What follows belongs to an exercise in optimizing a design on an open flow for small area, a short achievable clock period and few clock cycles per item; a production flow would make more cautious choices. Only the layout flow was run in this run; the RTL was not checked for function there. Power figures rest on the tool's default switching activity, not on a simulated workload.

**design/flow/design.v**
```verilog
`timescale 1ns / 1ps
`timescale 1ns / 1ps
module mac (
    input  wire        clk,
    input  wire        rst,
    input  wire [31:0] x,
    input  wire [31:0] y,
    input  wire        start,
    output wire [31:0] z,
    output wire        busy
  );
  wire pp1 = x[0] & y[0];
  wire pp2 = x[0] & y[1];
  wire pp3 = x[0] & y[2];
  wire pp4 = x[0] & y[3];
  wire pp5 = x[0] & y[4];
  wire pp6 = x[0] & y[5];
  wire pp7 = x[0] & y[6];
  wire pp8 = ~(x[0] & y[7]);
  wire pp9 = x[1] & y[0];
  wire pp10 = x[1] & y[1];
  wire pp11 = x[1] & y[2];
  wire pp12 = x[1] & y[3];
  wire pp13 = x[1] & y[4];
  wire pp14 = x[1] & y[5];
  wire pp15 = x[1] & y[6];
  wire pp16 = ~(x[1] & y[7]);
  wire pp17 = x[2] & y[0];
  wire pp18 = x[2] & y[1];
  wire pp19 = x[2] & y[2];
  wire pp20 = x[2] & y[3];
  wire pp21 = x[2] & y[4];
  wire pp22 = x[2] & y[5];
  wire pp23 = x[2] & y[6];
  wire pp24 = ~(x[2] & y[7]);
  wire pp25 = x[3] & y[0];
  wire pp26 = x[3] & y[1];
  wire pp27 = x[3] & y[2];
  wire pp28 = x[3] & y[3];
  wire pp29 = x[3] & y[4];
  wire pp30 = x[3] & y[5];
  wire pp31 = x[3] & y[6];
  wire pp32 = ~(x[3] & y[7]);
  wire pp33 = x[4] & y[0];
  wire pp34 = x[4] & y[1];
  wire pp35 = x[4] & y[2];
  wire pp36 = x[4] & y[3];
  wire pp37 = x[4] & y[4];
  wire pp38 = x[4] & y[5];
  wire pp39 = x[4] & y[6];
  wire pp40 = ~(x[4] & y[7]);
  wire pp41 = x[5] & y[0];
  wire pp42 = x[5] & y[1];
  wire pp43 = x[5] & y[2];
  wire pp44 = x[5] & y[3];
  wire pp45 = x[5] & y[4];
  wire pp46 = x[5] & y[5];
  wire pp47 = x[5] & y[6];
  wire pp48 = ~(x[5] & y[7]);
  wire pp49 = x[6] & y[0];
  wire pp50 = x[6] & y[1];
  wire pp51 = x[6] & y[2];
  wire pp52 = x[6] & y[3];
  wire pp53 = x[6] & y[4];
  wire pp54 = x[6] & y[5];
  wire pp55 = x[6] & y[6];
  wire pp56 = ~(x[6] & y[7]);
  wire pp57 = ~(x[7] & y[0]);
  wire pp58 = ~(x[7] & y[1]);
  wire pp59 = ~(x[7] & y[2]);
  wire pp60 = ~(x[7] & y[3]);
  wire pp61 = ~(x[7] & y[4]);
  wire pp62 = ~(x[7] & y[5]);
  wire pp63 = ~(x[7] & y[6]);
  wire pp64 = x[7] & y[7];
  wire pp65 = x[8] & y[8];
  wire pp66 = x[8] & y[9];
  wire pp67 = x[8] & y[10];
  wire pp68 = x[8] & y[11];
  wire pp69 = x[8] & y[12];
  wire pp70 = x[8] & y[13];
  wire pp71 = x[8] & y[14];
  wire pp72 = ~(x[8] & y[15]);
  wire pp73 = x[9] & y[8];
  wire pp74 = x[9] & y[9];
  wire pp75 = x[9] & y[10];
  wire pp76 = x[9] & y[11];
  wire pp77 = x[9] & y[12];
  wire pp78 = x[9] & y[13];
  wire pp79 = x[9] & y[14];
  wire pp80 = ~(x[9] & y[15]);
  wire pp81 = x[10] & y[8];
  wire pp82 = x[10] & y[9];
  wire pp83 = x[10] & y[10];
  wire pp84 = x[10] & y[11];
  wire pp85 = x[10] & y[12];
  wire pp86 = x[10] & y[13];
  wire pp87 = x[10] & y[14];
  wire pp88 = ~(x[10] & y[15]);
  wire pp89 = x[11] & y[8];
  wire pp90 = x[11] & y[9];
  wire pp91 = x[11] & y[10];
  wire pp92 = x[11] & y[11];
  wire pp93 = x[11] & y[12];
  wire pp94 = x[11] & y[13];
  wire pp95 = x[11] & y[14];
  wire pp96 = ~(x[11] & y[15]);
  wire pp97 = x[12] & y[8];
  wire pp98 = x[12] & y[9];
  wire pp99 = x[12] & y[10];
  wire pp100 = x[12] & y[11];
  wire pp101 = x[12] & y[12];
  wire pp102 = x[12] & y[13];
  wire pp103 = x[12] & y[14];
  wire pp104 = ~(x[12] & y[15]);
  wire pp105 = x[13] & y[8];
  wire pp106 = x[13] & y[9];
  wire pp107 = x[13] & y[10];
  wire pp108 = x[13] & y[11];
  wire pp109 = x[13] & y[12];
  wire pp110 = x[13] & y[13];
  wire pp111 = x[13] & y[14];
  wire pp112 = ~(x[13] & y[15]);
  wire pp113 = x[14] & y[8];
  wire pp114 = x[14] & y[9];
  wire pp115 = x[14] & y[10];
  wire pp116 = x[14] & y[11];
  wire pp117 = x[14] & y[12];
  wire pp118 = x[14] & y[13];
  wire pp119 = x[14] & y[14];
  wire pp120 = ~(x[14] & y[15]);
  wire pp121 = ~(x[15] & y[8]);
  wire pp122 = ~(x[15] & y[9]);
  wire pp123 = ~(x[15] & y[10]);
  wire pp124 = ~(x[15] & y[11]);
  wire pp125 = ~(x[15] & y[12]);
  wire pp126 = ~(x[15] & y[13]);
  wire pp127 = ~(x[15] & y[14]);
  wire pp128 = x[15] & y[15];
  wire pp129 = x[16] & y[16];
  wire pp130 = x[16] & y[17];
  wire pp131 = x[16] & y[18];
  wire pp132 = x[16] & y[19];
  wire pp133 = x[16] & y[20];
  wire pp134 = x[16] & y[21];
  wire pp135 = x[16] & y[22];
  wire pp136 = ~(x[16] & y[23]);
  wire pp137 = x[17] & y[16];
  wire pp138 = x[17] & y[17];
  wire pp139 = x[17] & y[18];
  wire pp140 = x[17] & y[19];
  wire pp141 = x[17] & y[20];
  wire pp142 = x[17] & y[21];
  wire pp143 = x[17] & y[22];
  wire pp144 = ~(x[17] & y[23]);
  wire pp145 = x[18] & y[16];
  wire pp146 = x[18] & y[17];
  wire pp147 = x[18] & y[18];
  wire pp148 = x[18] & y[19];
  wire pp149 = x[18] & y[20];
  wire pp150 = x[18] & y[21];
  wire pp151 = x[18] & y[22];
  wire pp152 = ~(x[18] & y[23]);
  wire pp153 = x[19] & y[16];
  wire pp154 = x[19] & y[17];
  wire pp155 = x[19] & y[18];
  wire pp156 = x[19] & y[19];
  wire pp157 = x[19] & y[20];
  wire pp158 = x[19] & y[21];
  wire pp159 = x[19] & y[22];
  wire pp160 = ~(x[19] & y[23]);
  wire pp161 = x[20] & y[16];
  wire pp162 = x[20] & y[17];
  wire pp163 = x[20] & y[18];
  wire pp164 = x[20] & y[19];
  wire pp165 = x[20] & y[20];
  wire pp166 = x[20] & y[21];
  wire pp167 = x[20] & y[22];
  wire pp168 = ~(x[20] & y[23]);
  wire pp169 = x[21] & y[16];
  wire pp170 = x[21] & y[17];
  wire pp171 = x[21] & y[18];
  wire pp172 = x[21] & y[19];
  wire pp173 = x[21] & y[20];
  wire pp174 = x[21] & y[21];
  wire pp175 = x[21] & y[22];
  wire pp176 = ~(x[21] & y[23]);
  wire pp177 = x[22] & y[16];
  wire pp178 = x[22] & y[17];
  wire pp179 = x[22] & y[18];
  wire pp180 = x[22] & y[19];
  wire pp181 = x[22] & y[20];
  wire pp182 = x[22] & y[21];
  wire pp183 = x[22] & y[22];
  wire pp184 = ~(x[22] & y[23]);
  wire pp185 = ~(x[23] & y[16]);
  wire pp186 = ~(x[23] & y[17]);
  wire pp187 = ~(x[23] & y[18]);
  wire pp188 = ~(x[23] & y[19]);
  wire pp189 = ~(x[23] & y[20]);
  wire pp190 = ~(x[23] & y[21]);
  wire pp191 = ~(x[23] & y[22]);
  wire pp192 = x[23] & y[23];
  wire pp193 = x[24] & y[24];
  wire pp194 = x[24] & y[25];
  wire pp195 = x[24] & y[26];
  wire pp196 = x[24] & y[27];
  wire pp197 = x[24] & y[28];
  wire pp198 = x[24] & y[29];
  wire pp199 = x[24] & y[30];
  wire pp200 = ~(x[24] & y[31]);
  wire pp201 = x[25] & y[24];
  wire pp202 = x[25] & y[25];
  wire pp203 = x[25] & y[26];
  wire pp204 = x[25] & y[27];
  wire pp205 = x[25] & y[28];
  wire pp206 = x[25] & y[29];
  wire pp207 = x[25] & y[30];
  wire pp208 = ~(x[25] & y[31]);
  wire pp209 = x[26] & y[24];
  wire pp210 = x[26] & y[25];
  wire pp211 = x[26] & y[26];
  wire pp212 = x[26] & y[27];
  wire pp213 = x[26] & y[28];
  wire pp214 = x[26] & y[29];
  wire pp215 = x[26] & y[30];
  wire pp216 = ~(x[26] & y[31]);
  wire pp217 = x[27] & y[24];
  wire pp218 = x[27] & y[25];
  wire pp219 = x[27] & y[26];
  wire pp220 = x[27] & y[27];
  wire pp221 = x[27] & y[28];
  wire pp222 = x[27] & y[29];
  wire pp223 = x[27] & y[30];
  wire pp224 = ~(x[27] & y[31]);
  wire pp225 = x[28] & y[24];
  wire pp226 = x[28] & y[25];
  wire pp227 = x[28] & y[26];
  wire pp228 = x[28] & y[27];
  wire pp229 = x[28] & y[28];
  wire pp230 = x[28] & y[29];
  wire pp231 = x[28] & y[30];
  wire pp232 = ~(x[28] & y[31]);
  wire pp233 = x[29] & y[24];
  wire pp234 = x[29] & y[25];
  wire pp235 = x[29] & y[26];
  wire pp236 = x[29] & y[27];
  wire pp237 = x[29] & y[28];
  wire pp238 = x[29] & y[29];
  wire pp239 = x[29] & y[30];
  wire pp240 = ~(x[29] & y[31]);
  wire pp241 = x[30] & y[24];
  wire pp242 = x[30] & y[25];
  wire pp243 = x[30] & y[26];
  wire pp244 = x[30] & y[27];
  wire pp245 = x[30] & y[28];
  wire pp246 = x[30] & y[29];
  wire pp247 = x[30] & y[30];
  wire pp248 = ~(x[30] & y[31]);
  wire pp249 = ~(x[31] & y[24]);
  wire pp250 = ~(x[31] & y[25]);
  wire pp251 = ~(x[31] & y[26]);
  wire pp252 = ~(x[31] & y[27]);
  wire pp253 = ~(x[31] & y[28]);
  wire pp254 = ~(x[31] & y[29]);
  wire pp255 = ~(x[31] & y[30]);
  wire pp256 = x[31] & y[31];
  wire s257 = pp1 ^ pp65 ^ pp129;
  wire c258 = (pp1 & pp65) | (pp1 & pp129) | (pp65 & pp129);
  wire s259 = pp2 ^ pp9 ^ pp66;
  wire c260 = (pp2 & pp9) | (pp2 & pp66) | (pp9 & pp66);
  wire s261 = pp73 ^ pp130 ^ pp137;
  wire c262 = (pp73 & pp130) | (pp73 & pp137) | (pp130 & pp137);
  wire s263 = pp194 ^ pp201 ^ c258;
  wire c264 = (pp194 & pp201) | (pp194 & c258) | (pp201 & c258);
  wire s265 = s259 ^ s261 ^ s263;
  wire c266 = (s259 & s261) | (s259 & s263) | (s261 & s263);
  wire s267 = pp3 ^ pp10 ^ pp17;
  wire c268 = (pp3 & pp10) | (pp3 & pp17) | (pp10 & pp17);
  wire s269 = pp67 ^ pp74 ^ pp81;
  wire c270 = (pp67 & pp74) | (pp67 & pp81) | (pp74 & pp81);
  wire s271 = pp131 ^ pp138 ^ pp145;
  wire c272 = (pp131 & pp138) | (pp131 & pp145) | (pp138 & pp145);
  wire s273 = pp195 ^ pp202 ^ pp209;
  wire c274 = (pp195 & pp202) | (pp195 & pp209) | (pp202 & pp209);
  wire s275 = c260 ^ c262 ^ s267;
  wire c276 = (c260 & c262) | (c260 & s267) | (c262 & s267);
  wire s277 = s269 ^ s271 ^ s273;
  wire c278 = (s269 & s271) | (s269 & s273) | (s271 & s273);
  wire s279 = c264 ^ s275 ^ s277;
  wire c280 = (c264 & s275) | (c264 & s277) | (s275 & s277);
  wire s281 = pp4 ^ pp11 ^ pp18;
  wire c282 = (pp4 & pp11) | (pp4 & pp18) | (pp11 & pp18);
  wire s283 = pp25 ^ pp68 ^ pp75;
  wire c284 = (pp25 & pp68) | (pp25 & pp75) | (pp68 & pp75);
  wire s285 = pp82 ^ pp89 ^ pp132;
  wire c286 = (pp82 & pp89) | (pp82 & pp132) | (pp89 & pp132);
  wire s287 = pp139 ^ pp146 ^ pp153;
  wire c288 = (pp139 & pp146) | (pp139 & pp153) | (pp146 & pp153);
  wire s289 = pp196 ^ pp203 ^ pp210;
  wire c290 = (pp196 & pp203) | (pp196 & pp210) | (pp203 & pp210);
  wire s291 = pp217 ^ c268 ^ c270;
  wire c292 = (pp217 & c268) | (pp217 & c270) | (c268 & c270);
  wire s293 = c272 ^ c274 ^ s281;
  wire c294 = (c272 & c274) | (c272 & s281) | (c274 & s281);
  wire s295 = s283 ^ s285 ^ s287;
  wire c296 = (s283 & s285) | (s283 & s287) | (s285 & s287);
  wire s297 = s289 ^ c276 ^ c278;
  wire c298 = (s289 & c276) | (s289 & c278) | (c276 & c278);
  wire s299 = s291 ^ s293 ^ s295;
  wire c300 = (s291 & s293) | (s291 & s295) | (s293 & s295);
  wire s301 = c280 ^ s297 ^ s299;
  wire c302 = (c280 & s297) | (c280 & s299) | (s297 & s299);
  wire s303 = pp5 ^ pp12 ^ pp19;
  wire c304 = (pp5 & pp12) | (pp5 & pp19) | (pp12 & pp19);
  wire s305 = pp26 ^ pp33 ^ pp69;
  wire c306 = (pp26 & pp33) | (pp26 & pp69) | (pp33 & pp69);
  wire s307 = pp76 ^ pp83 ^ pp90;
  wire c308 = (pp76 & pp83) | (pp76 & pp90) | (pp83 & pp90);
  wire s309 = pp97 ^ pp133 ^ pp140;
  wire c310 = (pp97 & pp133) | (pp97 & pp140) | (pp133 & pp140);
  wire s311 = pp147 ^ pp154 ^ pp161;
  wire c312 = (pp147 & pp154) | (pp147 & pp161) | (pp154 & pp161);
  wire s313 = pp197 ^ pp204 ^ pp211;
  wire c314 = (pp197 & pp204) | (pp197 & pp211) | (pp204 & pp211);
  wire s315 = pp218 ^ pp225 ^ c282;
  wire c316 = (pp218 & pp225) | (pp218 & c282) | (pp225 & c282);
  wire s317 = c284 ^ c286 ^ c288;
  wire c318 = (c284 & c286) | (c284 & c288) | (c286 & c288);
  wire s319 = c290 ^ s303 ^ s305;
  wire c320 = (c290 & s303) | (c290 & s305) | (s303 & s305);
  wire s321 = s307 ^ s309 ^ s311;
  wire c322 = (s307 & s309) | (s307 & s311) | (s309 & s311);
  wire s323 = s313 ^ c292 ^ c294;
  wire c324 = (s313 & c292) | (s313 & c294) | (c292 & c294);
  wire s325 = c296 ^ s315 ^ s317;
  wire c326 = (c296 & s315) | (c296 & s317) | (s315 & s317);
  wire s327 = s319 ^ s321 ^ c298;
  wire c328 = (s319 & s321) | (s319 & c298) | (s321 & c298);
  wire s329 = c300 ^ s323 ^ s325;
  wire c330 = (c300 & s323) | (c300 & s325) | (s323 & s325);
  wire s331 = s327 ^ c302 ^ s329;
  wire c332 = (s327 & c302) | (s327 & s329) | (c302 & s329);
  wire s333 = pp6 ^ pp13 ^ pp20;
  wire c334 = (pp6 & pp13) | (pp6 & pp20) | (pp13 & pp20);
  wire s335 = pp27 ^ pp34 ^ pp41;
  wire c336 = (pp27 & pp34) | (pp27 & pp41) | (pp34 & pp41);
  wire s337 = pp70 ^ pp77 ^ pp84;
  wire c338 = (pp70 & pp77) | (pp70 & pp84) | (pp77 & pp84);
  wire s339 = pp91 ^ pp98 ^ pp105;
  wire c340 = (pp91 & pp98) | (pp91 & pp105) | (pp98 & pp105);
  wire s341 = pp134 ^ pp141 ^ pp148;
  wire c342 = (pp134 & pp141) | (pp134 & pp148) | (pp141 & pp148);
  wire s343 = pp155 ^ pp162 ^ pp169;
  wire c344 = (pp155 & pp162) | (pp155 & pp169) | (pp162 & pp169);
  wire s345 = pp198 ^ pp205 ^ pp212;
  wire c346 = (pp198 & pp205) | (pp198 & pp212) | (pp205 & pp212);
  wire s347 = pp219 ^ pp226 ^ pp233;
  wire c348 = (pp219 & pp226) | (pp219 & pp233) | (pp226 & pp233);
  wire s349 = c304 ^ c306 ^ c308;
  wire c350 = (c304 & c306) | (c304 & c308) | (c306 & c308);
  wire s351 = c310 ^ c312 ^ c314;
  wire c352 = (c310 & c312) | (c310 & c314) | (c312 & c314);
  wire s353 = s333 ^ s335 ^ s337;
  wire c354 = (s333 & s335) | (s333 & s337) | (s335 & s337);
  wire s355 = s339 ^ s341 ^ s343;
  wire c356 = (s339 & s341) | (s339 & s343) | (s341 & s343);
  wire s357 = s345 ^ s347 ^ c316;
  wire c358 = (s345 & s347) | (s345 & c316) | (s347 & c316);
  wire s359 = c318 ^ c320 ^ c322;
  wire c360 = (c318 & c320) | (c318 & c322) | (c320 & c322);
  wire s361 = s349 ^ s351 ^ s353;
  wire c362 = (s349 & s351) | (s349 & s353) | (s351 & s353);
  wire s363 = s355 ^ c324 ^ c326;
  wire c364 = (s355 & c324) | (s355 & c326) | (c324 & c326);
  wire s365 = s357 ^ s359 ^ s361;
  wire c366 = (s357 & s359) | (s357 & s361) | (s359 & s361);
  wire s367 = c328 ^ c330 ^ s363;
  wire c368 = (c328 & c330) | (c328 & s363) | (c330 & s363);
  wire s369 = s365 ^ c332 ^ s367;
  wire c370 = (s365 & c332) | (s365 & s367) | (c332 & s367);
  wire s371 = pp7 ^ pp14 ^ pp21;
  wire c372 = (pp7 & pp14) | (pp7 & pp21) | (pp14 & pp21);
  wire s373 = pp28 ^ pp35 ^ pp42;
  wire c374 = (pp28 & pp35) | (pp28 & pp42) | (pp35 & pp42);
  wire s375 = pp49 ^ pp71 ^ pp78;
  wire c376 = (pp49 & pp71) | (pp49 & pp78) | (pp71 & pp78);
  wire s377 = pp85 ^ pp92 ^ pp99;
  wire c378 = (pp85 & pp92) | (pp85 & pp99) | (pp92 & pp99);
  wire s379 = pp106 ^ pp113 ^ pp135;
  wire c380 = (pp106 & pp113) | (pp106 & pp135) | (pp113 & pp135);
  wire s381 = pp142 ^ pp149 ^ pp156;
  wire c382 = (pp142 & pp149) | (pp142 & pp156) | (pp149 & pp156);
  wire s383 = pp163 ^ pp170 ^ pp177;
  wire c384 = (pp163 & pp170) | (pp163 & pp177) | (pp170 & pp177);
  wire s385 = pp199 ^ pp206 ^ pp213;
  wire c386 = (pp199 & pp206) | (pp199 & pp213) | (pp206 & pp213);
  wire s387 = pp220 ^ pp227 ^ pp234;
  wire c388 = (pp220 & pp227) | (pp220 & pp234) | (pp227 & pp234);
  wire s389 = pp241 ^ c334 ^ c336;
  wire c390 = (pp241 & c334) | (pp241 & c336) | (c334 & c336);
  wire s391 = c338 ^ c340 ^ c342;
  wire c392 = (c338 & c340) | (c338 & c342) | (c340 & c342);
  wire s393 = c344 ^ c346 ^ c348;
  wire c394 = (c344 & c346) | (c344 & c348) | (c346 & c348);
  wire s395 = s371 ^ s373 ^ s375;
  wire c396 = (s371 & s373) | (s371 & s375) | (s373 & s375);
  wire s397 = s377 ^ s379 ^ s381;
  wire c398 = (s377 & s379) | (s377 & s381) | (s379 & s381);
  wire s399 = s383 ^ s385 ^ s387;
  wire c400 = (s383 & s385) | (s383 & s387) | (s385 & s387);
  wire s401 = c350 ^ c352 ^ c354;
  wire c402 = (c350 & c352) | (c350 & c354) | (c352 & c354);
  wire s403 = c356 ^ s389 ^ s391;
  wire c404 = (c356 & s389) | (c356 & s391) | (s389 & s391);
  wire s405 = s393 ^ s395 ^ s397;
  wire c406 = (s393 & s395) | (s393 & s397) | (s395 & s397);
  wire s407 = s399 ^ c358 ^ c360;
  wire c408 = (s399 & c358) | (s399 & c360) | (c358 & c360);
  wire s409 = c362 ^ s401 ^ s403;
  wire c410 = (c362 & s401) | (c362 & s403) | (s401 & s403);
  wire s411 = s405 ^ c364 ^ s407;
  wire c412 = (s405 & c364) | (s405 & s407) | (c364 & s407);
  wire s413 = c366 ^ s409 ^ c368;
  wire c414 = (c366 & s409) | (c366 & c368) | (s409 & c368);
  wire s415 = s411 ^ c370 ^ s413;
  wire c416 = (s411 & c370) | (s411 & s413) | (c370 & s413);
  wire s417 = pp8 ^ pp15 ^ pp22;
  wire c418 = (pp8 & pp15) | (pp8 & pp22) | (pp15 & pp22);
  wire s419 = pp29 ^ pp36 ^ pp43;
  wire c420 = (pp29 & pp36) | (pp29 & pp43) | (pp36 & pp43);
  wire s421 = pp50 ^ pp57 ^ pp72;
  wire c422 = (pp50 & pp57) | (pp50 & pp72) | (pp57 & pp72);
  wire s423 = pp79 ^ pp86 ^ pp93;
  wire c424 = (pp79 & pp86) | (pp79 & pp93) | (pp86 & pp93);
  wire s425 = pp100 ^ pp107 ^ pp114;
  wire c426 = (pp100 & pp107) | (pp100 & pp114) | (pp107 & pp114);
  wire s427 = pp121 ^ pp136 ^ pp143;
  wire c428 = (pp121 & pp136) | (pp121 & pp143) | (pp136 & pp143);
  wire s429 = pp150 ^ pp157 ^ pp164;
  wire c430 = (pp150 & pp157) | (pp150 & pp164) | (pp157 & pp164);
  wire s431 = pp171 ^ pp178 ^ pp185;
  wire c432 = (pp171 & pp178) | (pp171 & pp185) | (pp178 & pp185);
  wire s433 = pp200 ^ pp207 ^ pp214;
  wire c434 = (pp200 & pp207) | (pp200 & pp214) | (pp207 & pp214);
  wire s435 = pp221 ^ pp228 ^ pp235;
  wire c436 = (pp221 & pp228) | (pp221 & pp235) | (pp228 & pp235);
  wire s437 = pp242 ^ pp249 ^ c372;
  wire c438 = (pp242 & pp249) | (pp242 & c372) | (pp249 & c372);
  wire s439 = c374 ^ c376 ^ c378;
  wire c440 = (c374 & c376) | (c374 & c378) | (c376 & c378);
  wire s441 = c380 ^ c382 ^ c384;
  wire c442 = (c380 & c382) | (c380 & c384) | (c382 & c384);
  wire s443 = c386 ^ c388 ^ s417;
  wire c444 = (c386 & c388) | (c386 & s417) | (c388 & s417);
  wire s445 = s419 ^ s421 ^ s423;
  wire c446 = (s419 & s421) | (s419 & s423) | (s421 & s423);
  wire s447 = s425 ^ s427 ^ s429;
  wire c448 = (s425 & s427) | (s425 & s429) | (s427 & s429);
  wire s449 = s431 ^ s433 ^ s435;
  wire c450 = (s431 & s433) | (s431 & s435) | (s433 & s435);
  wire s451 = c390 ^ c392 ^ c394;
  wire c452 = (c390 & c392) | (c390 & c394) | (c392 & c394);
  wire s453 = c396 ^ c398 ^ c400;
  wire c454 = (c396 & c398) | (c396 & c400) | (c398 & c400);
  wire s455 = s437 ^ s439 ^ s441;
  wire c456 = (s437 & s439) | (s437 & s441) | (s439 & s441);
  wire s457 = s443 ^ s445 ^ s447;
  wire c458 = (s443 & s445) | (s443 & s447) | (s445 & s447);
  wire s459 = s449 ^ c402 ^ c404;
  wire c460 = (s449 & c402) | (s449 & c404) | (c402 & c404);
  wire s461 = s451 ^ c406 ^ s453;
  wire c462 = (s451 & c406) | (s451 & s453) | (c406 & s453);
  wire s463 = s455 ^ s457 ^ c408;
  wire c464 = (s455 & s457) | (s455 & c408) | (s457 & c408);
  wire s465 = c410 ^ s459 ^ s461;
  wire c466 = (c410 & s459) | (c410 & s461) | (s459 & s461);
  wire s467 = c412 ^ s463 ^ s465;
  wire c468 = (c412 & s463) | (c412 & s465) | (s463 & s465);
  wire s469 = c414 ^ s467 ^ c416;
  wire c470 = (c414 & s467) | (c414 & c416) | (s467 & c416);
  wire s471 = pp16 ^ pp23 ^ pp30;
  wire c472 = (pp16 & pp23) | (pp16 & pp30) | (pp23 & pp30);
  wire s473 = pp37 ^ pp44 ^ pp51;
  wire c474 = (pp37 & pp44) | (pp37 & pp51) | (pp44 & pp51);
  wire s475 = pp58 ^ pp80 ^ pp87;
  wire c476 = (pp58 & pp80) | (pp58 & pp87) | (pp80 & pp87);
  wire s477 = pp94 ^ pp101 ^ pp108;
  wire c478 = (pp94 & pp101) | (pp94 & pp108) | (pp101 & pp108);
  wire s479 = pp115 ^ pp122 ^ pp144;
  wire c480 = (pp115 & pp122) | (pp115 & pp144) | (pp122 & pp144);
  wire s481 = pp151 ^ pp158 ^ pp165;
  wire c482 = (pp151 & pp158) | (pp151 & pp165) | (pp158 & pp165);
  wire s483 = pp172 ^ pp179 ^ pp186;
  wire c484 = (pp172 & pp179) | (pp172 & pp186) | (pp179 & pp186);
  wire s485 = pp208 ^ pp215 ^ pp222;
  wire c486 = (pp208 & pp215) | (pp208 & pp222) | (pp215 & pp222);
  wire s487 = pp229 ^ pp236 ^ pp243;
  wire c488 = (pp229 & pp236) | (pp229 & pp243) | (pp236 & pp243);
  wire s489 = pp250 ^ c418 ^ c420;
  wire c490 = (pp250 & c418) | (pp250 & c420) | (c418 & c420);
  wire s491 = c422 ^ c424 ^ c426;
  wire c492 = (c422 & c424) | (c422 & c426) | (c424 & c426);
  wire s493 = c428 ^ c430 ^ c432;
  wire c494 = (c428 & c430) | (c428 & c432) | (c430 & c432);
  wire s495 = c434 ^ c436 ^ s471;
  wire c496 = (c434 & c436) | (c434 & s471) | (c436 & s471);
  wire s497 = s473 ^ s475 ^ s477;
  wire c498 = (s473 & s475) | (s473 & s477) | (s475 & s477);
  wire s499 = s479 ^ s481 ^ s483;
  wire c500 = (s479 & s481) | (s479 & s483) | (s481 & s483);
  wire s501 = s485 ^ s487 ^ c438;
  wire c502 = (s485 & s487) | (s485 & c438) | (s487 & c438);
  wire s503 = c440 ^ c442 ^ c444;
  wire c504 = (c440 & c442) | (c440 & c444) | (c442 & c444);
  wire s505 = c446 ^ c448 ^ c450;
  wire c506 = (c446 & c448) | (c446 & c450) | (c448 & c450);
  wire s507 = s489 ^ s491 ^ s493;
  wire c508 = (s489 & s491) | (s489 & s493) | (s491 & s493);
  wire s509 = s495 ^ s497 ^ s499;
  wire c510 = (s495 & s497) | (s495 & s499) | (s497 & s499);
  wire s511 = c452 ^ c454 ^ c456;
  wire c512 = (c452 & c454) | (c452 & c456) | (c454 & c456);
  wire s513 = s501 ^ c458 ^ s503;
  wire c514 = (s501 & c458) | (s501 & s503) | (c458 & s503);
  wire s515 = s505 ^ s507 ^ s509;
  wire c516 = (s505 & s507) | (s505 & s509) | (s507 & s509);
  wire s517 = c460 ^ c462 ^ s511;
  wire c518 = (c460 & c462) | (c460 & s511) | (c462 & s511);
  wire s519 = s513 ^ s515 ^ c464;
  wire c520 = (s513 & s515) | (s513 & c464) | (s515 & c464);
  wire s521 = c466 ^ s517 ^ s519;
  wire c522 = (c466 & s517) | (c466 & s519) | (s517 & s519);
  wire s523 = c468 ^ s521 ^ c470;
  wire c524 = (c468 & s521) | (c468 & c470) | (s521 & c470);
  wire s525 = pp24 ^ pp31 ^ pp38;
  wire c526 = (pp24 & pp31) | (pp24 & pp38) | (pp31 & pp38);
  wire s527 = pp45 ^ pp52 ^ pp59;
  wire c528 = (pp45 & pp52) | (pp45 & pp59) | (pp52 & pp59);
  wire s529 = pp88 ^ pp95 ^ pp102;
  wire c530 = (pp88 & pp95) | (pp88 & pp102) | (pp95 & pp102);
  wire s531 = pp109 ^ pp116 ^ pp123;
  wire c532 = (pp109 & pp116) | (pp109 & pp123) | (pp116 & pp123);
  wire s533 = pp152 ^ pp159 ^ pp166;
  wire c534 = (pp152 & pp159) | (pp152 & pp166) | (pp159 & pp166);
  wire s535 = pp173 ^ pp180 ^ pp187;
  wire c536 = (pp173 & pp180) | (pp173 & pp187) | (pp180 & pp187);
  wire s537 = pp216 ^ pp223 ^ pp230;
  wire c538 = (pp216 & pp223) | (pp216 & pp230) | (pp223 & pp230);
  wire s539 = pp237 ^ pp244 ^ pp251;
  wire c540 = (pp237 & pp244) | (pp237 & pp251) | (pp244 & pp251);
  wire s541 = c472 ^ c474 ^ c476;
  wire c542 = (c472 & c474) | (c472 & c476) | (c474 & c476);
  wire s543 = c478 ^ c480 ^ c482;
  wire c544 = (c478 & c480) | (c478 & c482) | (c480 & c482);
  wire s545 = c484 ^ c486 ^ c488;
  wire c546 = (c484 & c486) | (c484 & c488) | (c486 & c488);
  wire s547 = s525 ^ s527 ^ s529;
  wire c548 = (s525 & s527) | (s525 & s529) | (s527 & s529);
  wire s549 = s531 ^ s533 ^ s535;
  wire c550 = (s531 & s533) | (s531 & s535) | (s533 & s535);
  wire s551 = s537 ^ s539 ^ c490;
  wire c552 = (s537 & s539) | (s537 & c490) | (s539 & c490);
  wire s553 = c492 ^ c494 ^ c496;
  wire c554 = (c492 & c494) | (c492 & c496) | (c494 & c496);
  wire s555 = c498 ^ c500 ^ s541;
  wire c556 = (c498 & c500) | (c498 & s541) | (c500 & s541);
  wire s557 = s543 ^ s545 ^ s547;
  wire c558 = (s543 & s545) | (s543 & s547) | (s545 & s547);
  wire s559 = s549 ^ c502 ^ c504;
  wire c560 = (s549 & c502) | (s549 & c504) | (c502 & c504);
  wire s561 = c506 ^ c508 ^ s551;
  wire c562 = (c506 & c508) | (c506 & s551) | (c508 & s551);
  wire s563 = c510 ^ s553 ^ s555;
  wire c564 = (c510 & s553) | (c510 & s555) | (s553 & s555);
  wire s565 = s557 ^ c512 ^ c514;
  wire c566 = (s557 & c512) | (s557 & c514) | (c512 & c514);
  wire s567 = s559 ^ s561 ^ c516;
  wire c568 = (s559 & s561) | (s559 & c516) | (s561 & c516);
  wire s569 = s563 ^ c518 ^ s565;
  wire c570 = (s563 & c518) | (s563 & s565) | (c518 & s565);
  wire s571 = s567 ^ c520 ^ s569;
  wire c572 = (s567 & c520) | (s567 & s569) | (c520 & s569);
  wire s573 = c522 ^ s571 ^ c524;
  wire c574 = (c522 & s571) | (c522 & c524) | (s571 & c524);
  wire s575 = 1'b1 ^ pp32 ^ pp39;
  wire c576 = (1'b1 & pp32) | (1'b1 & pp39) | (pp32 & pp39);
  wire s577 = pp46 ^ pp53 ^ pp60;
  wire c578 = (pp46 & pp53) | (pp46 & pp60) | (pp53 & pp60);
  wire s579 = pp96 ^ pp103 ^ pp110;
  wire c580 = (pp96 & pp103) | (pp96 & pp110) | (pp103 & pp110);
  wire s581 = pp117 ^ pp124 ^ pp160;
  wire c582 = (pp117 & pp124) | (pp117 & pp160) | (pp124 & pp160);
  wire s583 = pp167 ^ pp174 ^ pp181;
  wire c584 = (pp167 & pp174) | (pp167 & pp181) | (pp174 & pp181);
  wire s585 = pp188 ^ pp224 ^ pp231;
  wire c586 = (pp188 & pp224) | (pp188 & pp231) | (pp224 & pp231);
  wire s587 = pp238 ^ pp245 ^ pp252;
  wire c588 = (pp238 & pp245) | (pp238 & pp252) | (pp245 & pp252);
  wire s589 = c526 ^ c528 ^ c530;
  wire c590 = (c526 & c528) | (c526 & c530) | (c528 & c530);
  wire s591 = c532 ^ c534 ^ c536;
  wire c592 = (c532 & c534) | (c532 & c536) | (c534 & c536);
  wire s593 = c538 ^ c540 ^ s575;
  wire c594 = (c538 & c540) | (c538 & s575) | (c540 & s575);
  wire s595 = s577 ^ s579 ^ s581;
  wire c596 = (s577 & s579) | (s577 & s581) | (s579 & s581);
  wire s597 = s583 ^ s585 ^ s587;
  wire c598 = (s583 & s585) | (s583 & s587) | (s585 & s587);
  wire s599 = c542 ^ c544 ^ c546;
  wire c600 = (c542 & c544) | (c542 & c546) | (c544 & c546);
  wire s601 = c548 ^ c550 ^ s589;
  wire c602 = (c548 & c550) | (c548 & s589) | (c550 & s589);
  wire s603 = s591 ^ s593 ^ s595;
  wire c604 = (s591 & s593) | (s591 & s595) | (s593 & s595);
  wire s605 = s597 ^ c552 ^ c554;
  wire c606 = (s597 & c552) | (s597 & c554) | (c552 & c554);
  wire s607 = c556 ^ s599 ^ c558;
  wire c608 = (c556 & s599) | (c556 & c558) | (s599 & c558);
  wire s609 = s601 ^ s603 ^ c560;
  wire c610 = (s601 & s603) | (s601 & c560) | (s603 & c560);
  wire s611 = c562 ^ c564 ^ s605;
  wire c612 = (c562 & c564) | (c562 & s605) | (c564 & s605);
  wire s613 = s607 ^ c566 ^ s609;
  wire c614 = (s607 & c566) | (s607 & s609) | (c566 & s609);
  wire s615 = c568 ^ s611 ^ c570;
  wire c616 = (c568 & s611) | (c568 & c570) | (s611 & c570);
  wire s617 = s613 ^ c572 ^ s615;
  wire c618 = (s613 & c572) | (s613 & s615) | (c572 & s615);
  wire s619 = pp40 ^ pp47 ^ pp54;
  wire c620 = (pp40 & pp47) | (pp40 & pp54) | (pp47 & pp54);
  wire s621 = pp61 ^ pp104 ^ pp111;
  wire c622 = (pp61 & pp104) | (pp61 & pp111) | (pp104 & pp111);
  wire s623 = pp118 ^ pp125 ^ pp168;
  wire c624 = (pp118 & pp125) | (pp118 & pp168) | (pp125 & pp168);
  wire s625 = pp175 ^ pp182 ^ pp189;
  wire c626 = (pp175 & pp182) | (pp175 & pp189) | (pp182 & pp189);
  wire s627 = pp232 ^ pp239 ^ pp246;
  wire c628 = (pp232 & pp239) | (pp232 & pp246) | (pp239 & pp246);
  wire s629 = pp253 ^ c576 ^ c578;
  wire c630 = (pp253 & c576) | (pp253 & c578) | (c576 & c578);
  wire s631 = c580 ^ c582 ^ c584;
  wire c632 = (c580 & c582) | (c580 & c584) | (c582 & c584);
  wire s633 = c586 ^ c588 ^ s619;
  wire c634 = (c586 & c588) | (c586 & s619) | (c588 & s619);
  wire s635 = s621 ^ s623 ^ s625;
  wire c636 = (s621 & s623) | (s621 & s625) | (s623 & s625);
  wire s637 = s627 ^ c590 ^ c592;
  wire c638 = (s627 & c590) | (s627 & c592) | (c590 & c592);
  wire s639 = c594 ^ c596 ^ c598;
  wire c640 = (c594 & c596) | (c594 & c598) | (c596 & c598);
  wire s641 = s629 ^ s631 ^ s633;
  wire c642 = (s629 & s631) | (s629 & s633) | (s631 & s633);
  wire s643 = s635 ^ c600 ^ c602;
  wire c644 = (s635 & c600) | (s635 & c602) | (c600 & c602);
  wire s645 = s637 ^ c604 ^ s639;
  wire c646 = (s637 & c604) | (s637 & s639) | (c604 & s639);
  wire s647 = s641 ^ c606 ^ c608;
  wire c648 = (s641 & c606) | (s641 & c608) | (c606 & c608);
  wire s649 = s643 ^ s645 ^ c610;
  wire c650 = (s643 & s645) | (s643 & c610) | (s645 & c610);
  wire s651 = c612 ^ s647 ^ c614;
  wire c652 = (c612 & s647) | (c612 & c614) | (s647 & c614);
  wire s653 = s649 ^ c616 ^ s651;
  wire c654 = (s649 & c616) | (s649 & s651) | (c616 & s651);
  wire s655 = pp48 ^ pp55 ^ pp62;
  wire c656 = (pp48 & pp55) | (pp48 & pp62) | (pp55 & pp62);
  wire s657 = pp112 ^ pp119 ^ pp126;
  wire c658 = (pp112 & pp119) | (pp112 & pp126) | (pp119 & pp126);
  wire s659 = pp176 ^ pp183 ^ pp190;
  wire c660 = (pp176 & pp183) | (pp176 & pp190) | (pp183 & pp190);
  wire s661 = pp240 ^ pp247 ^ pp254;
  wire c662 = (pp240 & pp247) | (pp240 & pp254) | (pp247 & pp254);
  wire s663 = c620 ^ c622 ^ c624;
  wire c664 = (c620 & c622) | (c620 & c624) | (c622 & c624);
  wire s665 = c626 ^ c628 ^ s655;
  wire c666 = (c626 & c628) | (c626 & s655) | (c628 & s655);
  wire s667 = s657 ^ s659 ^ s661;
  wire c668 = (s657 & s659) | (s657 & s661) | (s659 & s661);
  wire s669 = c630 ^ c632 ^ c634;
  wire c670 = (c630 & c632) | (c630 & c634) | (c632 & c634);
  wire s671 = c636 ^ s663 ^ s665;
  wire c672 = (c636 & s663) | (c636 & s665) | (s663 & s665);
  wire s673 = s667 ^ c638 ^ c640;
  wire c674 = (s667 & c638) | (s667 & c640) | (c638 & c640);
  wire s675 = c642 ^ s669 ^ s671;
  wire c676 = (c642 & s669) | (c642 & s671) | (s669 & s671);
  wire s677 = c644 ^ c646 ^ s673;
  wire c678 = (c644 & c646) | (c644 & s673) | (c646 & s673);
  wire s679 = s675 ^ c648 ^ s677;
  wire c680 = (s675 & c648) | (s675 & s677) | (c648 & s677);
  wire s681 = c650 ^ s679 ^ c652;
  wire c682 = (c650 & s679) | (c650 & c652) | (s679 & c652);
  wire s683 = pp56 ^ pp63 ^ pp120;
  wire c684 = (pp56 & pp63) | (pp56 & pp120) | (pp63 & pp120);
  wire s685 = pp127 ^ pp184 ^ pp191;
  wire c686 = (pp127 & pp184) | (pp127 & pp191) | (pp184 & pp191);
  wire s687 = pp248 ^ pp255 ^ c656;
  wire c688 = (pp248 & pp255) | (pp248 & c656) | (pp255 & c656);
  wire s689 = c658 ^ c660 ^ c662;
  wire c690 = (c658 & c660) | (c658 & c662) | (c660 & c662);
  wire s691 = s683 ^ s685 ^ c664;
  wire c692 = (s683 & s685) | (s683 & c664) | (s685 & c664);
  wire s693 = c666 ^ c668 ^ s687;
  wire c694 = (c666 & c668) | (c666 & s687) | (c668 & s687);
  wire s695 = s689 ^ c670 ^ s691;
  wire c696 = (s689 & c670) | (s689 & s691) | (c670 & s691);
  wire s697 = c672 ^ s693 ^ c674;
  wire c698 = (c672 & s693) | (c672 & c674) | (s693 & c674);
  wire s699 = s695 ^ c676 ^ c678;
  wire c700 = (s695 & c676) | (s695 & c678) | (c676 & c678);
  wire s701 = s697 ^ c680 ^ s699;
  wire c702 = (s697 & c680) | (s697 & s699) | (c680 & s699);
  wire s703 = pp64 ^ pp128 ^ pp192;
  wire c704 = (pp64 & pp128) | (pp64 & pp192) | (pp128 & pp192);
  wire s705 = pp256 ^ c684 ^ c686;
  wire c706 = (pp256 & c684) | (pp256 & c686) | (c684 & c686);
  wire s707 = s703 ^ c688 ^ c690;
  wire c708 = (s703 & c688) | (s703 & c690) | (c688 & c690);
  wire s709 = s705 ^ c692 ^ c694;
  wire c710 = (s705 & c692) | (s705 & c694) | (c692 & c694);
  wire s711 = s707 ^ c696 ^ s709;
  wire c712 = (s707 & c696) | (s707 & s709) | (c696 & s709);
  wire s713 = c698 ^ s711 ^ c700;
  wire c714 = (c698 & s711) | (c698 & c700) | (s711 & c700);
  wire s715 = c704 ^ c706 ^ c708;
  wire c716 = (c704 & c706) | (c704 & c708) | (c706 & c708);
  wire s717 = c710 ^ s715 ^ c712;
  wire c718 = (c710 & s715) | (c710 & c712) | (s715 & c712);
  reg  [16:0] ra;
  reg  [8:0] rb;
  always @(posedge clk)
  begin
    if (start)
    begin
      ra <= {c716, s717, c702, s701, c654, c618, s617, s573, s523, s469, s415, s369, s331, s301, c266, s265, pp193};
      rb <= {c718, c714, s713, c682, s681, s653, c574, s279, s257};
    end
  end
  wire [17:0] sum = {1'b1, ra[16], ra[15], ra[14], ra[13], ra[12], ra[11], ra[10], ra[9], ra[8], ra[7], ra[6], ra[5], ra[4], ra[3], ra[2], ra[1], ra[0]} + {1'b0, rb[8], rb[7], rb[6], rb[5], rb[4], rb[3], rb[2], 1'b0, 1'b0, 1'b0, 1'b0, 1'b0, 1'b0, 1'b0, rb[1], 1'b0, rb[0]};
  assign z    = {{14{sum[17]}}, sum};
  assign busy = 1'b0;
endmodule
```
**design/flow/run.sh**
```bash
#!/bin/bash
# synth_recipe.tcl (not shown) runs the flow's synth.tcl, then flattens the netlist and writes it again
# the make line also repeats each setting of config.mk as NAME=value (left out here)
make -C /OpenROAD-flow-scripts/flow DESIGN_CONFIG=/design/flow/config.mk WORK_HOME=/design/flow/orfs CLKGATE_MAP_FILE= SYNTH_SCRIPT=/design/flow/synth_recipe.tcl finish
```
**design/flow/constraint.sdc**
```tcl
create_clock -name core_clock -period 7.0 [get_ports {clk}]
set_input_delay 1.4000 -clock core_clock [delete_from_list [all_inputs] [get_ports {clk}]]
set_output_delay 1.4000 -clock core_clock [all_outputs]
set_load 0.01 [all_outputs]
```
**design/flow/config.mk**
```make
export PLATFORM = sky130hd
export DESIGN_NAME = mac
export DESIGN_NICKNAME = mac
export VERILOG_FILES = /design/flow/design.v
export SDC_FILE = /design/flow/constraint.sdc
export NUM_CORES = 4
export LEC_CHECK = 0
export CAP_MARGIN = 20
export CORE_MARGIN = 2
export CORE_UTILIZATION = 40
export SLEW_MARGIN = 20
```
==> summary.txt <==
flip-flops by register name, indices dropped and copies added (netlist names):
signal / count
ra: 17
rb: 9
metal layers:
metal  vias to the layer above  GRT usage (%)  routed length, um
met4                         0           2.88                244
met1                      2893           30.8               9640
met5                         -              0                  0
met2                       160           36.6              10700
met3                        12           2.93               1350
li1                       2597              -                  -
layout by cell type, fill, tap and decap left out, types with 2 or more instances in the layout:
cell	instances
sky130_fd_sc_hd__nand2b_1	2
sky130_fd_sc_hd__buf_4	59
sky130_fd_sc_hd__clkbuf_16	3
sky130_fd_sc_hd__edfxtp_1	26
sky130_fd_sc_hd__nand3_1	3
sky130_fd_sc_hd__and2_1	159
sky130_fd_sc_hd__a21o_1	2
sky130_fd_sc_hd__nor2_1	5
sky130_fd_sc_hd__xnor2_1	8
sky130_fd_sc_hd__ha_1	11
sky130_fd_sc_hd__inv_1	209
sky130_fd_sc_hd__nor3_1	5
sky130_fd_sc_hd__fa_1	230
sky130_fd_sc_hd__nor2b_1	2
sky130_fd_sc_hd__nand2_1	104
sky130_fd_sc_hd__clkdlybuf4s50_1	96
sky130_fd_sc_hd__o21ai_0	2
sky130_fd_sc_hd__xor2_1	5
sky130_fd_sc_hd__a21oi_1	4
cells in the mapped netlist (2+ instances only):
| cell type | count |
|---|---|
| sky130_fd_sc_hd__nor3_1 | 5 |
| sky130_fd_sc_hd__a21o_1 | 2 |
| sky130_fd_sc_hd__inv_1 | 209 |
| sky130_fd_sc_hd__nor2_1 | 5 |
| sky130_fd_sc_hd__o21ai_0 | 2 |
| sky130_fd_sc_hd__nor2b_1 | 2 |
| sky130_fd_sc_hd__a21oi_1 | 4 |
| sky130_fd_sc_hd__nand2b_1 | 2 |
| sky130_fd_sc_hd__fa_1 | 230 |
| sky130_fd_sc_hd__edfxtp_1 | 26 |
| sky130_fd_sc_hd__ha_1 | 11 |
| sky130_fd_sc_hd__xor2_1 | 5 |
| sky130_fd_sc_hd__and2_1 | 159 |
| sky130_fd_sc_hd__nand3_1 | 3 |
| sky130_fd_sc_hd__xnor2_1 | 8 |
| sky130_fd_sc_hd__nand2_1 | 104 |
| sky130_fd_sc_hd__buf_4 | 15 |
cell type report:
class | count | area share, %
clock buffer | 3 | 0.751
clock inverter | 1 | 0.300
inverter | 209 | 7.85
multi-input combinational | 561 | 65.8
sequential | 26 | 7.81
tap | 270 | 3.38
timing repair buffer | 156 | 14.1
critical path, stage by stage:
cell and delay (ps):
sky130_fd_sc_hd__clkdlybuf4s50_1 470, sky130_fd_sc_hd__and2_1 200, sky130_fd_sc_hd__fa_1 430, sky130_fd_sc_hd__fa_1 510
sky130_fd_sc_hd__inv_1 50, sky130_fd_sc_hd__fa_1 540, sky130_fd_sc_hd__inv_1 60, sky130_fd_sc_hd__fa_1 450
sky130_fd_sc_hd__fa_1 500, sky130_fd_sc_hd__fa_1 460, sky130_fd_sc_hd__fa_1 440, sky130_fd_sc_hd__inv_1 90
sky130_fd_sc_hd__fa_1 160, sky130_fd_sc_hd__inv_1 50, sky130_fd_sc_hd__fa_1 450, sky130_fd_sc_hd__fa_1 470
power by group:
group	internal, mW	switching [mW]	total [mW]
Clock	0.114	0.0502	0.164
Sequential	0.523	0.0414	0.565
Combinational	1.66	1.91	3.57
metrics by stage:
| step | area [um2] | TNS, ps | total power [mW] | hold slack (ps) |
|---|---|---|---|---|
| 2_1_floorplan | 8260 | 0 | 3.00 | 1510 |
| 3_3_place_gp | 9900 | -21.5 | 4.13 | 2260 |
| 3_5_place_dp | 9900 | -49.3 | 4.23 | 2260 |
| 4_1_cts | 10000 | 0 | 4.43 | 2000 |
| 5_1_grt | 10000 | 0 | 4.97 | 1700 |
| 6_report | 10000 | 0 | 4.30 | 1670 |
cells by family after synthesis:
logic type | share of synthesized area [%]
AO/OA/AOI/OAI | 2.01
XOR/XNOR | 1.38
AND/OR/NAND/NOR | 18.8
other | 0.0454
flip-flops | 9.45
buffers and inverters | 10.9
adder cells (fa/ha/maj) | 57.4
worst max-delay path by stage:
stage | to | depth (start not counted)
4_1_cts | ra[9]$_DFFE_PP_ | 16
6_report | ra[9]$_DFFE_PP_ | 16
3_5_place_dp | ra[9]$_DFFE_PP_ | 16
5_1_grt | ra[9]$_DFFE_PP_ | 16
2_1_floorplan | ra[9]$_DFFE_PP_ | 15
3_3_place_gp | ra[9]$_DFFE_PP_ | 16
==> impl_metrics.xml <==
<?xml version="1.0" encoding="UTF-8"?>
<metrics>
  <group name="logic_synthesis">
    <metric name="ys.flop_type" unit="">sky130_fd_sc_hd__edfxtp_1</metric>
    <metric name="count_of_different_cell_masters_after_synthesis" unit="">37</metric>
    <metric name="synth_area" unit="um2">8260</metric>
    <metric name="synthesis.area_per_instance" unit="um2">10.2</metric>
    <metric name="synth_top_area_share" unit="%">55.7</metric>
    <metric name="yosysWarningCount" unit="">1</metric>
    <metric name="ys_seq_elements" unit="">26</metric>
    <metric name="post_synth_inst_count" unit="">812</metric>
    <metric name="synth_top_area_cell" unit="">sky130_fd_sc_hd__fa_1</metric>
    <metric name="ys_async_sr_fraction" unit="%">0</metric>
    <metric name="synth.area.top_cells" unit="">sky130_fd_sc_hd__fa_1 56%, sky130_fd_sc_hd__and2_1 12%, sky130_fd_sc_hd__inv_1 9.5%, sky130_fd_sc_hd__edfxtp_1 9.4%, sky130_fd_sc_hd__nand2_1 4.7%</metric>
    <metric name="synthesis.nets" unit="">1120</metric>
    <metric name="synth-edff-count" unit="">26</metric>
    <metric name="synth-seq-area-share" unit="%">9.45</metric>
  </group>
  <group name="placed_design">
    <metric name="gp_congestion" unit="">0.891</metric>
    <metric name="placedCellCount" unit="">1222</metric>
    <metric name="buffer_ports.inserted" unit="">97</metric>
    <metric name="detailedPlacementHpwl" unit="mm">20.3</metric>
    <metric name="dpl_worst_slack" unit="ps">-49.3</metric>
  </group>
  <group name="pwr">
    <metric name="power.density_cell_area" unit="nW/um2">430</metric>
    <metric name="irDropWorstVdd" unit="mV">0.296</metric>
    <metric name="leakagePower" unit="nW">4.64</metric>
  </group>
  <group name="final_layout">
    <metric name="multiInputGateArea" unit="um2">6580</metric>
    <metric name="final_util" unit="%">49.4</metric>
    <metric name="antenna_cells" unit="">0</metric>
    <metric name="final_layout_size_suffix_gt1_share" unit="%">7.32</metric>
    <metric name="area_growth_syn_to_layout" unit="%">21.0</metric>
    <metric name="fin_cells" unit="">1226</metric>
    <metric name="num-fill-cells" unit="">1938</metric>
    <metric name="register_area" unit="um2">781</metric>
    <metric name="num-nets-final" unit="">1265</metric>
  </group>
  <group name="detailed_routing">
    <metric name="detail_route.wl_per_cell" unit="um">17.9</metric>
    <metric name="drt_wl_total" unit="mm">21.9</metric>
    <metric name="drt_iter0_drc" unit="">280</metric>
    <metric name="post_drt_via_cell_ratio" unit="">4.62</metric>
    <metric name="drc" unit="">0</metric>
    <metric name="dr.pass1.iters" unit="">5</metric>
    <metric name="ant_nets" unit="">0</metric>
    <metric name="dr_total_vias" unit="">5662</metric>
  </group>
  <group name="grt">
    <metric name="grt_start_max_net_pins" unit="">27</metric>
    <metric name="grt_use_total" unit="%">21.6</metric>
    <metric name="grt_pass1_wl" unit="mm">35.2</metric>
    <metric name="grt.overflow.total" unit="">0</metric>
    <metric name="first_global_vias" unit="">6330</metric>
    <metric name="antenna_violations_before_repair" unit="">1</metric>
  </group>
  <group name="timing">
    <metric name="final_hold_violations" unit="">0</metric>
    <metric name="final_setup_violating_endpoints" unit="">0</metric>
    <metric name="fmaxAchievable" unit="GHz">0.148</metric>
    <metric name="rsz0062_at_grt" unit="">no</metric>
    <metric name="timing.final.crit_share" unit="%">96.4</metric>
    <metric name="max_slew_margin" unit="%">60.6</metric>
    <metric name="layout_min_cycle_time" unit="ps">6750</metric>
    <metric name="maxSlewViolCount" unit="">0</metric>
    <metric name="worst-slew-pin-transition" unit="ps">591</metric>
    <metric name="setup_slack" unit="ps">254</metric>
  </group>
  <group name="floorplanning">
    <metric name="die_w" unit="um">148</metric>
    <metric name="floorplan.io_pins" unit="">100</metric>
    <metric name="die_height" unit="um">148</metric>
    <metric name="std_cell_rows" unit="">52</metric>
    <metric name="initial_utilization" unit="%">40.8</metric>
    <metric name="core_area" unit="um2">20200</metric>
    <metric name="die-area" unit="um2">21800</metric>
  </group>
  <group name="critical_path">
    <metric name="path_max_fanout" unit="">2</metric>
    <metric name="worstSetupStartpoint" unit="">x[11]</metric>
    <metric name="worstPathRequired" unit="ps">7000</metric>
    <metric name="worstSetupStartpointType" unit="">input port</metric>
    <metric name="setup.worst_path.class" unit="">input port to register</metric>
    <metric name="worstSetupEndpointType" unit="">register</metric>
    <metric name="data_arrival_time_of_the_worst_path" unit="ps">6750</metric>
  </group>
  <group name="worst_hold_path">
    <metric name="worstHoldStart" unit="">start</metric>
    <metric name="holdCritPathClass" unit="">input port to register</metric>
    <metric name="hold_end" unit="">ra[2]$_DFFE_PP_</metric>
    <metric name="holdPathStages" unit="">1</metric>
  </group>
  <group name="clock_network">
    <metric name="cts_num_sinks" unit="">26</metric>
    <metric name="tritoncts.num_buffers" unit="">3</metric>
    <metric name="cts.repair.resized" unit="">0</metric>
    <metric name="cts_buffer_depth" unit="">2</metric>
    <metric name="ctsHoldBuffers" unit="">0</metric>
    <metric name="cts_setup_buffers" unit="">0</metric>
    <metric name="cts_tree" unit="">built</metric>
    <metric name="htreeDepth" unit="">1</metric>
    <metric name="clk_pin_slew" unit="ps">60</metric>
    <metric name="cts_root_buffer" unit="">sky130_fd_sc_hd__clkbuf_16</metric>
  </group>
  <group name="flow_run">
    <metric name="cap_violations" unit="">0</metric>
  </group>
  <group name="outcome">
    <metric name="status" unit="">finished clean</metric>
  </group>
</metrics>

-- afterwards: timing with drivers on the ports --
No port has a modelled driver above. Below, the same layout with a new extraction and two added sets of constraints. Step 1 sets driving cells, clkbuf_16 on the clock port and buf_2 on the other inputs (assumed; they add their load-dependent delay and slew). Step 2 times the ports against the registers' clock, not the clock port: input delays grow and output delays shrink by t, the midpoint of the rising clock arrivals with the driver on. Three values: ideal, step 1, step 2; two values: the first two.
t (ns): 0.303
setup WS [ns]: 0.254 / 0.279 / -0.024
worst setup path at the end: input to register
worst register clock-pin slew, ns: 0.06 / 0.06
worst data-port slew with drivers (ns): 0.04
Met with ideal ports but missed after step 2: setup timing in this run. For this run, drivers alone change the setup slack by +0.025 ns; drivers and shift together by -0.278 ns.
